This design comes from an exercise in tuning for small area, a short achievable clock period and few clock cycles per item on the open sky130 flow, not from production work. The RTL was checked by simulation tests, not by an equivalence proof against the original design.

==> design/flow/design.v <==
`timescale 1ns / 1ps
module top_sha(input clk,rst,byte_rdy,byte_stop,input [7:0] data_in,
					output overflow_err,output [255:0] Hash_Digest, output hashing_done
    );
	localparam [31:0] IV0 = 32'h6a09e667, IV1 = 32'hbb67ae85,
	                  IV2 = 32'h3c6ef372, IV3 = 32'ha54ff53a,
	                  IV4 = 32'h510e527f, IV5 = 32'h9b05688c,
	                  IV6 = 32'h1f83d9ab, IV7 = 32'h5be0cd19;
	function [31:0] csa_s;
		input [31:0] x, y, z;
		csa_s = x ^ y ^ z;
	endfunction
	function [31:0] csa_c;
		input [31:0] x, y, z;
		csa_c = {((x & y) | (z & (x | y))), 1'b0} ;
	endfunction
	reg [5:0] len;           
	reg       stp;           
	reg [6:0] lcnt;          
	reg       kst;           
	reg       klast;         
	reg       kfin;          
	reg       ev;            
	reg       av;            
	reg       efin;          
	reg       afin;          
	reg [1:0] ac;            
	reg       done_r;
	reg       ovf_r;
	reg [31:0] w1,w2,w3,w4,w5,w6,w7,w8,w9,w10,w11,w12,w13,w14,w15;
	reg [31:0] P;            
	reg [31:0] X;            
	reg [31:0] KpW;          
	reg [31:0] KW;           
	reg [31:0] DKW;          
	reg [31:0] T1;           
	reg [31:0] a,b,c,d,e,f,g,h;
	wire [5:0] len_nx = len + 6'd1;
	wire ld_msg = byte_rdy & (len[1:0] == 2'd3);
	wire ld_pad = (stp | byte_stop) & (lcnt < 7'd67);
	wire ld     = ld_msg | ld_pad;
	wire sh     = (byte_rdy & (len[1:0] == 2'd0) & (len != 6'd0)) |
	              (ld_pad & ~((lcnt == {3'd0, len[5:2]}) & (len[1:0] != 2'd0)));
	reg [31:0] padw;
	always @(*) begin
		case (len[1:0])
			2'd0: padw = 32'h80000000;
			2'd1: padw = {w15[7:0], 24'h800000};
			2'd2: padw = {w15[15:0], 16'h8000};
			default: padw = {w15[23:0], 8'h80};
		endcase
	end
	wire [31:0] s0w = {w3[6:0],w3[31:7]} ^ {w3[17:0],w3[31:18]} ^ (w3 >> 3);
	wire [31:0] s1w = {w15[16:0],w15[31:17]} ^ {w15[18:0],w15[31:19]} ^ (w15 >> 10);
	wire [31:0] p_nx = csa_s(w11, s0w, w2) + csa_c(w11, s0w, w2);
	wire [31:0] x_nx = s1w + P;
	reg [31:0] wpad;
	always @(*) begin
		if (lcnt[6])
			wpad = 32'd0;
		else if (lcnt[5:4] != 2'd0)
			wpad = X;
		else if (lcnt[3:0] == len[5:2])
			wpad = padw;
		else if (lcnt[3:0] == 4'd15)
			wpad = {23'd0, len, 3'd0};
		else
			wpad = 32'd0;
	end
	wire [31:0] wnew = byte_rdy ? {w15[23:0], data_in} : wpad;
	reg [31:0] K;
	always @(*) begin
		case (lcnt)
			7'd0: K = 32'h428a2f98; 7'd1: K = 32'h71374491; 7'd2: K = 32'hb5c0fbcf; 7'd3: K = 32'he9b5dba5;
			7'd4: K = 32'h3956c25b; 7'd5: K = 32'h59f111f1; 7'd6: K = 32'h923f82a4; 7'd7: K = 32'hab1c5ed5;
			7'd8: K = 32'hd807aa98; 7'd9: K = 32'h12835b01; 7'd10: K = 32'h243185be; 7'd11: K = 32'h550c7dc3;
			7'd12: K = 32'h72be5d74; 7'd13: K = 32'h80deb1fe; 7'd14: K = 32'h9bdc06a7; 7'd15: K = 32'hc19bf174;
			7'd16: K = 32'he49b69c1; 7'd17: K = 32'hefbe4786; 7'd18: K = 32'h0fc19dc6; 7'd19: K = 32'h240ca1cc;
			7'd20: K = 32'h2de92c6f; 7'd21: K = 32'h4a7484aa; 7'd22: K = 32'h5cb0a9dc; 7'd23: K = 32'h76f988da;
			7'd24: K = 32'h983e5152; 7'd25: K = 32'ha831c66d; 7'd26: K = 32'hb00327c8; 7'd27: K = 32'hbf597fc7;
			7'd28: K = 32'hc6e00bf3; 7'd29: K = 32'hd5a79147; 7'd30: K = 32'h06ca6351; 7'd31: K = 32'h14292967;
			7'd32: K = 32'h27b70a85; 7'd33: K = 32'h2e1b2138; 7'd34: K = 32'h4d2c6dfc; 7'd35: K = 32'h53380d13;
			7'd36: K = 32'h650a7354; 7'd37: K = 32'h766a0abb; 7'd38: K = 32'h81c2c92e; 7'd39: K = 32'h92722c85;
			7'd40: K = 32'ha2bfe8a1; 7'd41: K = 32'ha81a664b; 7'd42: K = 32'hc24b8b70; 7'd43: K = 32'hc76c51a3;
			7'd44: K = 32'hd192e819; 7'd45: K = 32'hd6990624; 7'd46: K = 32'hf40e3585; 7'd47: K = 32'h106aa070;
			7'd48: K = 32'h19a4c116; 7'd49: K = 32'h1e376c08; 7'd50: K = 32'h2748774c; 7'd51: K = 32'h34b0bcb5;
			7'd52: K = 32'h391c0cb3; 7'd53: K = 32'h4ed8aa4a; 7'd54: K = 32'h5b9cca4f; 7'd55: K = 32'h682e6ff3;
			7'd56: K = 32'h748f82ee; 7'd57: K = 32'h78a5636f; 7'd58: K = 32'h84c87814; 7'd59: K = 32'h8cc70208;
			7'd60: K = 32'h90befffa; 7'd61: K = 32'ha4506ceb; 7'd62: K = 32'hbef9a3f7; 7'd63: K = 32'h177fcb71;
			7'd64: K = 32'h5be0cd19; 7'd65: K = 32'h1f83d9ab; 7'd66: K = 32'h9b05688c;
			default: K = 32'd0;
		endcase
	end
	wire [31:0] hsel = ev ? g : h;
	wire [31:0] dsel = (ev & av) ? b : (ev | av) ? c : d;
	wire [31:0] kcor = klast ? 32'h18fb93e8 : 32'd0;
	wire [31:0] kw_nx  = csa_s(KpW, hsel, kcor) + csa_c(KpW, hsel, kcor);
	wire [31:0] dkw_nx = csa_s(KpW, hsel, dsel) + csa_c(KpW, hsel, dsel);
	wire [31:0] S0 = {a[1:0],a[31:2]} ^ {a[12:0],a[31:13]} ^ {a[21:0],a[31:22]};
	wire [31:0] S1 = {e[5:0],e[31:6]} ^ {e[10:0],e[31:11]} ^ {e[24:0],e[31:25]};
	wire [31:0] MJ = (a & b) | (c & (a | b));
	wire [31:0] CH = (e & f) | (~e & g);
	wire [31:0] e_nx  = csa_s(DKW, CH, S1) + csa_c(DKW, CH, S1);
	wire [31:0] t1_nx = csa_s(KW, CH, S1) + csa_c(KW, CH, S1);
	wire [31:0] ak  = (ac == 2'd0) ? IV3 : (ac == 2'd1) ? IV2 : IV1;
	wire [31:0] ax0 = afin ? 32'd0 : S0;
	wire [31:0] ax1 = afin ? ak : MJ;
	wire [31:0] ax2 = afin ? d : T1;
	wire [31:0] a_nx  = csa_s(ax0, ax1, ax2) + csa_c(ax0, ax1, ax2);
	always @(posedge clk) begin
		if (!rst) begin
			len <= 6'd0;
			stp <= 1'b0;
			lcnt <= 7'd0;
			kst <= 1'b0;
			klast <= 1'b0;
			kfin <= 1'b0;
			ev <= 1'b0;
			av <= 1'b0;
			efin <= 1'b0;
			afin <= 1'b0;
			ac <= 2'd0;
			done_r <= 1'b0;
			ovf_r <= 1'b0;
		end else begin
			if (byte_rdy) begin
				len <= len_nx;
			end
			if (byte_stop) stp <= 1'b1;
			ovf_r <= ((byte_rdy ? len_nx : len) == 6'd55) & ~byte_stop;
			if (ld) lcnt <= lcnt + 7'd1;
			kst <= ld;
			klast <= (lcnt == 7'd63);
			kfin <= lcnt[6];
			ev <= kst;
			av <= ev;
			if (kst) efin <= kfin;
			if (ev) afin <= efin;
			if (av & afin) ac <= ac + 2'd1;
			if (av & afin & (ac == 2'd2)) done_r <= 1'b1;
		end
	end
	always @(posedge clk) begin
		KpW <= K + wnew;
		KW <= kw_nx;
		DKW <= dkw_nx;
		T1 <= t1_nx;
		P <= p_nx;
		X <= x_nx;
	end
	always @(posedge clk) begin
		if (sh) begin
			w1 <= w2; w2 <= w3; w3 <= w4; w4 <= w5; w5 <= w6; w6 <= w7; w7 <= w8;
			w8 <= w9; w9 <= w10; w10 <= w11; w11 <= w12; w12 <= w13; w13 <= w14; w14 <= w15;
		end
		if (byte_rdy | ld_pad)
			w15 <= wnew;
	end
	always @(posedge clk) begin
		if (!rst) begin
			a <= IV0; b <= IV1; c <= IV2; d <= IV3;
			e <= IV4; f <= IV5; g <= IV6; h <= IV7;
		end else begin
			if (av) begin
				a <= a_nx; b <= a; c <= b; d <= c;
			end
			if (ev) begin
				e <= efin ? KW : e_nx;
				f <= e; g <= f; h <= g;
			end
		end
	end
	assign Hash_Digest = {d, a, b, c, h, e, f, g};
	assign hashing_done = done_r;
	assign overflow_err = ovf_r;
endmodule
==> design/flow/flow/run.sh <==
#!/bin/bash
# Standard layout, with the smallest buffer on the ports.
set -euo pipefail
export BUFFER_PORTS_ARGS="-buffer_cell sky130_fd_sc_hd__buf_1"
bash standard.sh > standard_make.log 2>&1
==> design/flow/standard.sh <==
#!/bin/bash
# synth_recipe.tcl (not shown) runs the flow's synth.tcl, then flattens the netlist and writes it again
# the make line also repeats each setting of config.mk as NAME=value (left out here)
make -C /OpenROAD-flow-scripts/flow DESIGN_CONFIG=/design/flow/config.mk WORK_HOME=/design/flow/orfs CLKGATE_MAP_FILE= SYNTH_SCRIPT=/design/flow/synth_recipe.tcl "${@:-finish}"
==> design/flow/config.mk <==
export PLATFORM = sky130hd
export DESIGN_NAME = top_sha
export DESIGN_NICKNAME = top_sha
export VERILOG_FILES = /design/flow/design.v
export SDC_FILE = /design/flow/constraint.sdc
export NUM_CORES = 4
export LEC_CHECK = 0
export ABC_AREA = 1
export CAP_MARGIN = 20
export CORE_MARGIN = 2
export CORE_UTILIZATION = 40
export SETUP_SLACK_MARGIN = 4.3
export SLEW_MARGIN = 20
==> design/flow/constraint.sdc <==
create_clock -name core_clock -period 8.0 [get_ports {clk}]
set_input_delay 1.6000 -clock core_clock [delete_from_list [all_inputs] [get_ports {clk}]]
set_output_delay 1.6000 -clock core_clock [all_outputs]
set_load 0.01 [all_outputs]
==> results of run 1 <==
## layout by cell type (no fill, tap or decap), drive strengths merged, types with 10 or more instances in the layout
cell type / synthesis / final
a211oi: 12 / 12
a21boi: 11 / 11
a21o: 37 / 37
a21oi: 518 / 518
a31oi: 39 / 39
buf: 59 / 388
bufinv: 0 / 10
clkbuf: 147 / 138
clkinv: 3 / 44
clkinvlp: 0 / 18
dfxtp: 505 / 505
edfxtp: 448 / 448
fa: 180 / 180
ha: 296 / 296
inv: 698 / 694
mux2i: 28 / 28
nand2: 1236 / 1236
nand3: 358 / 359
nand4: 49 / 49
nor2: 325 / 327
nor3: 36 / 36
nor4: 11 / 11
o211ai: 47 / 47
o21a: 10 / 10
o21ai: 403 / 403
o21bai: 28 / 28
o221ai: 35 / 35
o22ai: 21 / 21
o311ai: 10 / 10
o31ai: 10 / 10
or2: 36 / 36
xnor2: 208 / 208
xor2: 222 / 222
## worst max-delay path: cells and delay by family (launching register included)
| kind | cells | cell delay (ns) |
|---|---|---|
| flops | 1 | 0.43 |
| xor+xnor | 3 | 1.04 |
| simple gates | 2 | 0.27 |
| compound gates | 3 | 0.65 |
| fa+ha+maj | 2 | 0.92 |
| buf+inv | 2 | 0.16 |
## final timing paths
| check | from | slack (ns) | to |
|---|---|---|---|
| worst max register to register | e[10] | 4.32 | T1[17] |
| worst min register to register | w13[29] | 0.40 | w12[29] |
| worst min-delay path | w13[29] | 0.40 | w12[29] |
| worst max-delay path | e[10] | 4.32 | T1[17] |
## cells by family (layout without fill, tap and decap cells)
family                   Yosys count  count (layout)  synth area share
AO/OA/AOI/OAI                   1208            1208             0.126
XOR/XNOR                         430             430            0.0700
adder cells (fa/ha/maj)          478             478             0.136
buffers and inverters            907            1296            0.0652
flip-flops                       953             953             0.438
multiplexers                      28              28           0.00521
other                              0               1                 0
AND/OR/NAND/NOR                 2062            2065             0.160
## what timing repair did
action,in CTS,in global routing
setup endpoints to repair,164,119
buffers inserted,34,51
gates resized for setup,204,250
pin swaps,20,41
gates cloned,7,5
hold endpoints to repair,0,0
## metal layers
metal / up-vias / share of wire / track usage
li1: 20900 / - / -
met1: 21900 / 0.44 / 0.419
met2: 2045 / 0.42 / 0.432
met3: 432 / 0.087 / 0.0576
met4: 2 / 0.045 / 0.116
met5: - / 0.000063 / 0
## layout make-up
| type | instances | share of cell area |
|---|---|---|
| tap | 1768 | 0.0352 |
| antenna | 1 | 0.0000398 |
| timing repair inverter | 4 | 0.000477 |
| inverter | 701 | 0.0439 |
| timing repair buffer | 394 | 0.0374 |
| clock inverter | 61 | 0.0118 |
| multi-input combinational | 4209 | 0.449 |
| clock buffer | 136 | 0.0461 |
| sequential | 953 | 0.376 |
## stage by stage
| stage | instance area, µm² | setup TNS (ns) | setup slack, ns |
|---|---|---|---|
| detailed placement | 56700 | 0 | 2.34 |
| global placement | 56700 | 0 | 2.41 |
| CTS | 61400 | 0 | 4.27 |
| floorplan | 54100 | -477.45 | -1.15 |
| finish | 62900 | 0 | 4.32 |
| global route | 62900 | 0 | 4.20 |
==> results.cfg, run 1 <==
[detailed_routing]
vias = 45300
drt-wirelength-per-cell_um = 25.3
drt-initial-drc-count = 4892
first_pass_iters = 7
drt_wl_total_mm = 208
drc = 0
viasPerCell = 5.50
detail-route-antenna-nets = 0

[worst_hold_path]
min_path_type = reg -> reg
whs_path_depth = 0

[global_route]
grt_pass1_vias = 42300
grt_pass1_wl_mm = 293
grt_usage = 0.293
grt_max_degree = 190
antenna_found_initial = 3
globalRouteOverflowTotal = 0

[clock_network]
clk_pin_slew_ns = 0.06
postCtsHoldBufs = 0
cts_sinks = 953
tritoncts = done
clock_latency_ns = 0.75
htree_num_levels = 3
cts_max_path_buffers = 3
cts-buffers-inserted = 106
cts_root_buf = clkbuf_16

[logic_synthesis]
synth_sequential_area_ratio = 0.438
synth_edf_count = 448
yosys_most_used_dff = dfxtp_1
syn_inst = 6066
ys_top_cells_by_count = 1224 x nand2_1, 692 x inv_1, 518 x a21oi_1
async_flop_share = 0
synth_top_area_share = 0.250
ys_top_cells_by_area = edfxtp_1 25%, dfxtp_1 19%, nand2_1 8.5%
syn_area_per_cell_um2 = 8.87
yosysUniqueCellTypes = 57
synth_nets = 6554
ys_ff_latch = 953
yosysMostFrequentCell = nand2_1
syn_area_mm2 = 0.0538
yosys_warnings = 1
yosysTopAreaCell = edfxtp_1

[final_layout]
fin_cells = 8227
area_growth_pct = 16.8
nFillCells = 13000
utilization = 0.471
nets = 6857
drive_gt1_frac = 0.107
multi_input_area_mm2 = 0.0282
regArea_mm2 = 0.0237

[sta]
finalHoldViolations = 0
maxSlewHeadroom = 0.239
rsz0062_at_grt = yes
fmax_mhz = 272
whs_ns = 0.396
period_share = 0.460
setup_viol_count_final = 0
min_period_ns = 3.68
finalClockSkew_ns = 0.0622
drv_slew = 0
tightest_slew_ns = 1.14

[worst_setup_path]
cp_data_required_time_ns = 8.53
rr_worst_depth = 12
crit_path_end_kind = flop
start_kind = flop
worst_path_max_delay_cell = fa_1
crit_path_max_fanout = 6
path_cells = xor2_2 -> xor2_2 -> inv_1 -> fa_1 -> inv_1 -> ha_2 -> nand3_1 -> nand2_1 -> a21oi_1 -> o31ai_2 -> a31oi_1 -> xnor2_2
slowest_delay_ns = 0.52
arrival_ns = 4.21
critPathKind = reg -> reg

[die]
rows = 134
die_w_um = 371
start_util = 0.403
die_h_um = 371
core_mm2 = 0.133
dieArea_mm2 = 0.138
boundaryPins = 270

[outcome]
status = finished clean

[placement]
numPortBuffers = 269
place_congestion = 1.01
place_inst = 7932
place_hpwl_mm = 158

[flow_run]
cap_violations = 0
Testbench counts, summed over its fixed seeds: cycles 35,171, items 384.
==> run 2, diff against run 1 <==
--- a/design/flow/config.mk
+++ b/design/flow/config.mk
@@ -9,5 +9,5 @@
 export CAP_MARGIN = 20
 export CORE_MARGIN = 2
 export CORE_UTILIZATION = 40
-export SETUP_SLACK_MARGIN = 4.3
+export SETUP_SLACK_MARGIN = 4.7
 export SLEW_MARGIN = 20
==> run 2 against run 1 <==
- still clean on timing, DRC and antenna
- synthesized area unchanged
- register-to-register slack gained 0.16 ns
- sequential cell count is the same
- first-iteration DRC count rose by 12%
- highest routed layer unchanged
==> results.cfg, run 2 <==
[detailed_routing]
detail-route-antenna-nets = 0
wl_met1_mm = 94.2
wl_met3_mm = 20.4
routed-wl-met2_mm = 94.2
drt_wl_total_mm = 220
drt-wirelength-per-cell_um = 25.8
drt-initial-drc-count = 5472
drc = 0
viasPerCell = 5.61
first_pass_iters = 7
route.top_layer_used = met5
vias = 47800

[worst_hold_path]
min_path_type = reg -> reg

[final_layout]
nFillCells = 12100
nets = 7142
drive_gt1_frac = 0.252
regArea_mm2 = 0.0238
multi_input_area_mm2 = 0.0330
final_cell_area_mm2 = 0.0708
area_growth_pct = 31.6
mostFrequentLayoutCells = 1036 x nand2_1, 630 x inv_1, 448 x edfxtp_1
final_common_cell = nand2_1

[sta]
maxSlewHeadroom = 0.260
setup_viol_count_final = 0
period_share = 0.449
rsz0062_at_grt = yes
drv_slew = 0
finalHoldViolations = 0
tightest_slew_ns = 1.11
fmax_mhz = 278
min_period_ns = 3.59
finalClockSkew_ns = 0.0434

[placement]
place_congestion = 0.997
numPortBuffers = 269
place_hpwl_mm = 159
placed_area_mm2 = 0.0568

[die]
die_h_um = 371
dieArea_mm2 = 0.138
rows = 134
core_mm2 = 0.133
die_w_um = 371
boundaryPins = 270
start_util = 0.403

[worst_setup_path]
start_kind = input port
worst_path_max_delay_cell = o311ai_4
critPathTopFamily = buffers and inverters
arrival_ns = 4.21
slowest_delay_ns = 0.39
path_cells = buf_8 -> buf_12 -> nor2_4 -> buf_6 -> buf_12 -> inv_12 -> o311ai_4 -> ha_4 -> nand2_2 -> nand2_2 -> inv_2 -> nor2_1 -> nor2_1 -> nand2_1 -> a21o_1 -> buf_4 -> buf_6 -> nand4_1 -> nand2_1 -> xor2_1
crit_path_end_kind = flop
cp_data_required_time_ns = 8.62
crit_path_max_fanout = 11
critical_path_buf_inv_count = 8
critPathKind = in -> reg

[logic_synthesis]
synth_edf_count = 448
yosysTopAreaCell = edfxtp_1
synth_nets = 6554
syn_area_mm2 = 0.0538
syn_inst = 6066
synth_sequential_area_ratio = 0.438
yosysMostFrequentCell = nand2_1
synth_top_area_share = 0.250
yosys_warnings = 1
syn_area_per_cell_um2 = 8.87
ys_top_cells_by_count = 1224 x nand2_1, 692 x inv_1, 518 x a21oi_1
async_flop_share = 0
yosys_most_used_dff = dfxtp_1
yosysUniqueCellTypes = 57
ys_ff_latch = 953
ys_top_cells_by_area = edfxtp_1 25%, dfxtp_1 19%, nand2_1 8.5%

[clock_network]
clk_pin_slew_ns = 0.06
cts_sinks = 953
cts-buffers-inserted = 107
clock_latency_ns = 0.76
cts_max_path_buffers = 3
htree_num_levels = 3
tritoncts = done
postCtsHoldBufs = 0
cts_root_buf = clkbuf_16

[flow_run]
cap_violations = 0

[global_route]
globalRouteOverflowTotal = 0
grt_max_degree = 142
grt_pass1_vias = 44700
grt_pass1_wl_mm = 308
antenna_found_initial = 3
grt_usage = 0.306

[outcome]
status = finished clean
-- run 2: area by class of cell --
class,count,share of cell area
Clock inverter,69,0.0117
Sequential cell,953,0.336
Timing Repair Buffer,681,0.0743
Tap cell,1768,0.0312
Timing Repair inverter,3,0.000459
Clock buffer,132,0.0403
Antenna cell,1,0.0000353
Inverter,701,0.0400
Multi-Input combinational cell,4207,0.466
-- run 2: final timing paths --
path	from	to	slack, ns	cells after the start
setup reg to reg	av	DKW[23]	4.48	18
setup / recovery	byte_rdy	KpW[27]	4.41	20
hold reg to reg	w13[2]	w12[2]	0.40	0
hold / removal	w13[2]	w12[2]	0.40	0
-- run 2: cell families (layout without fill, tap and decap cells) --
logic type               Yosys count  count (layout)  share of synthesized area
buffers and inverters            907            1586                     0.0652
multiplexers                      28              28                    0.00521
adder cells (fa/ha/maj)          478             478                      0.136
AND/OR/NAND/NOR                 2062            2063                      0.160
AO/OA/AOI/OAI                   1208            1208                      0.126
flip-flops                       953             953                      0.438
XOR/XNOR                         430             430                     0.0700
other                              0               1                          0
-- run 2: repair_timing --
item                                    CTS  global route
buffers inserted                        202           153
pin swaps                               186           268
gates cloned                             19             6
endpoints found under the setup margin  270           152
gates resized for setup                 868           708
-- run 2: worst reg2reg max path, stage by stage (launching register included) --
cell      delay (ns)
dfxtp_4         0.46
nand2_4         0.08
buf_12          0.13
clkinv_4        0.04
nor2_4          0.05
buf_6           0.13
buf_16          0.14
a211oi_4        0.42
fa_1            0.54
ha_4            0.19
fa_2            0.41
nand3_2         0.11
nand3_4         0.10
a21oi_4         0.22
inv_2           0.06
nand2_2         0.06
nand2_2         0.06
a21boi_2        0.16
xnor2_1         0.12
-- run 2: layer usage --
layer	up-vias	GRT usage
met2	2437	0.456
met3	573	0.0624
met4	2	0.126
met5	-	0
met1	23300	0.432
li1	21500	-
-- run 2: per-stage QoR --
step | instances | worst slack (ns) | utilization | TNS [ns] | hold slack [ns]
after floorplan | 6066 | -1.15 | - | -477.45 | 0.400
final | 8515 | 4.41 | 0.531 | 0 | 0.396
after detailed placement | 7933 | 2.88 | 0.426 | 0 | 0.405
after global routing | 8514 | 4.33 | 0.531 | 0 | 0.389
after CTS | 8355 | 4.45 | 0.497 | 0 | 0.384
after global placement | 7933 | 2.84 | 0.426 | 0 | 0.400

[afterwards: timing with drivers on the ports]
No port has a modelled driver above. Below, the same layouts with a new extraction and two added sets of constraints. Step 1 assumes that a clkbuf_16 drives the clock port and a buf_2 every other input. Step 2 adds t to the input delays and takes it off the output delays; t is the mean of the earliest and latest rising clock arrival at the registers after step 1. Input paths then give back, and output paths get back, about the clock's delay inside the block. Three values: ideal, step 1, step 2; two values: the first two.
run | shift t [ns] | setup slack, ns | slew at the worst register clock pin (ns)
run 1 | 0.793 | 4.318 / 4.318 / 3.560 | 0.07 / 0.07
run 2 | 0.812 | 4.407 / 4.441 / 3.629 | 0.07 / 0.07
After both steps every run listed still meets setup and hold. The setup slack of run 2, which loses most, moves by +0.034 ns with the drivers and by -0.778 ns with both steps.
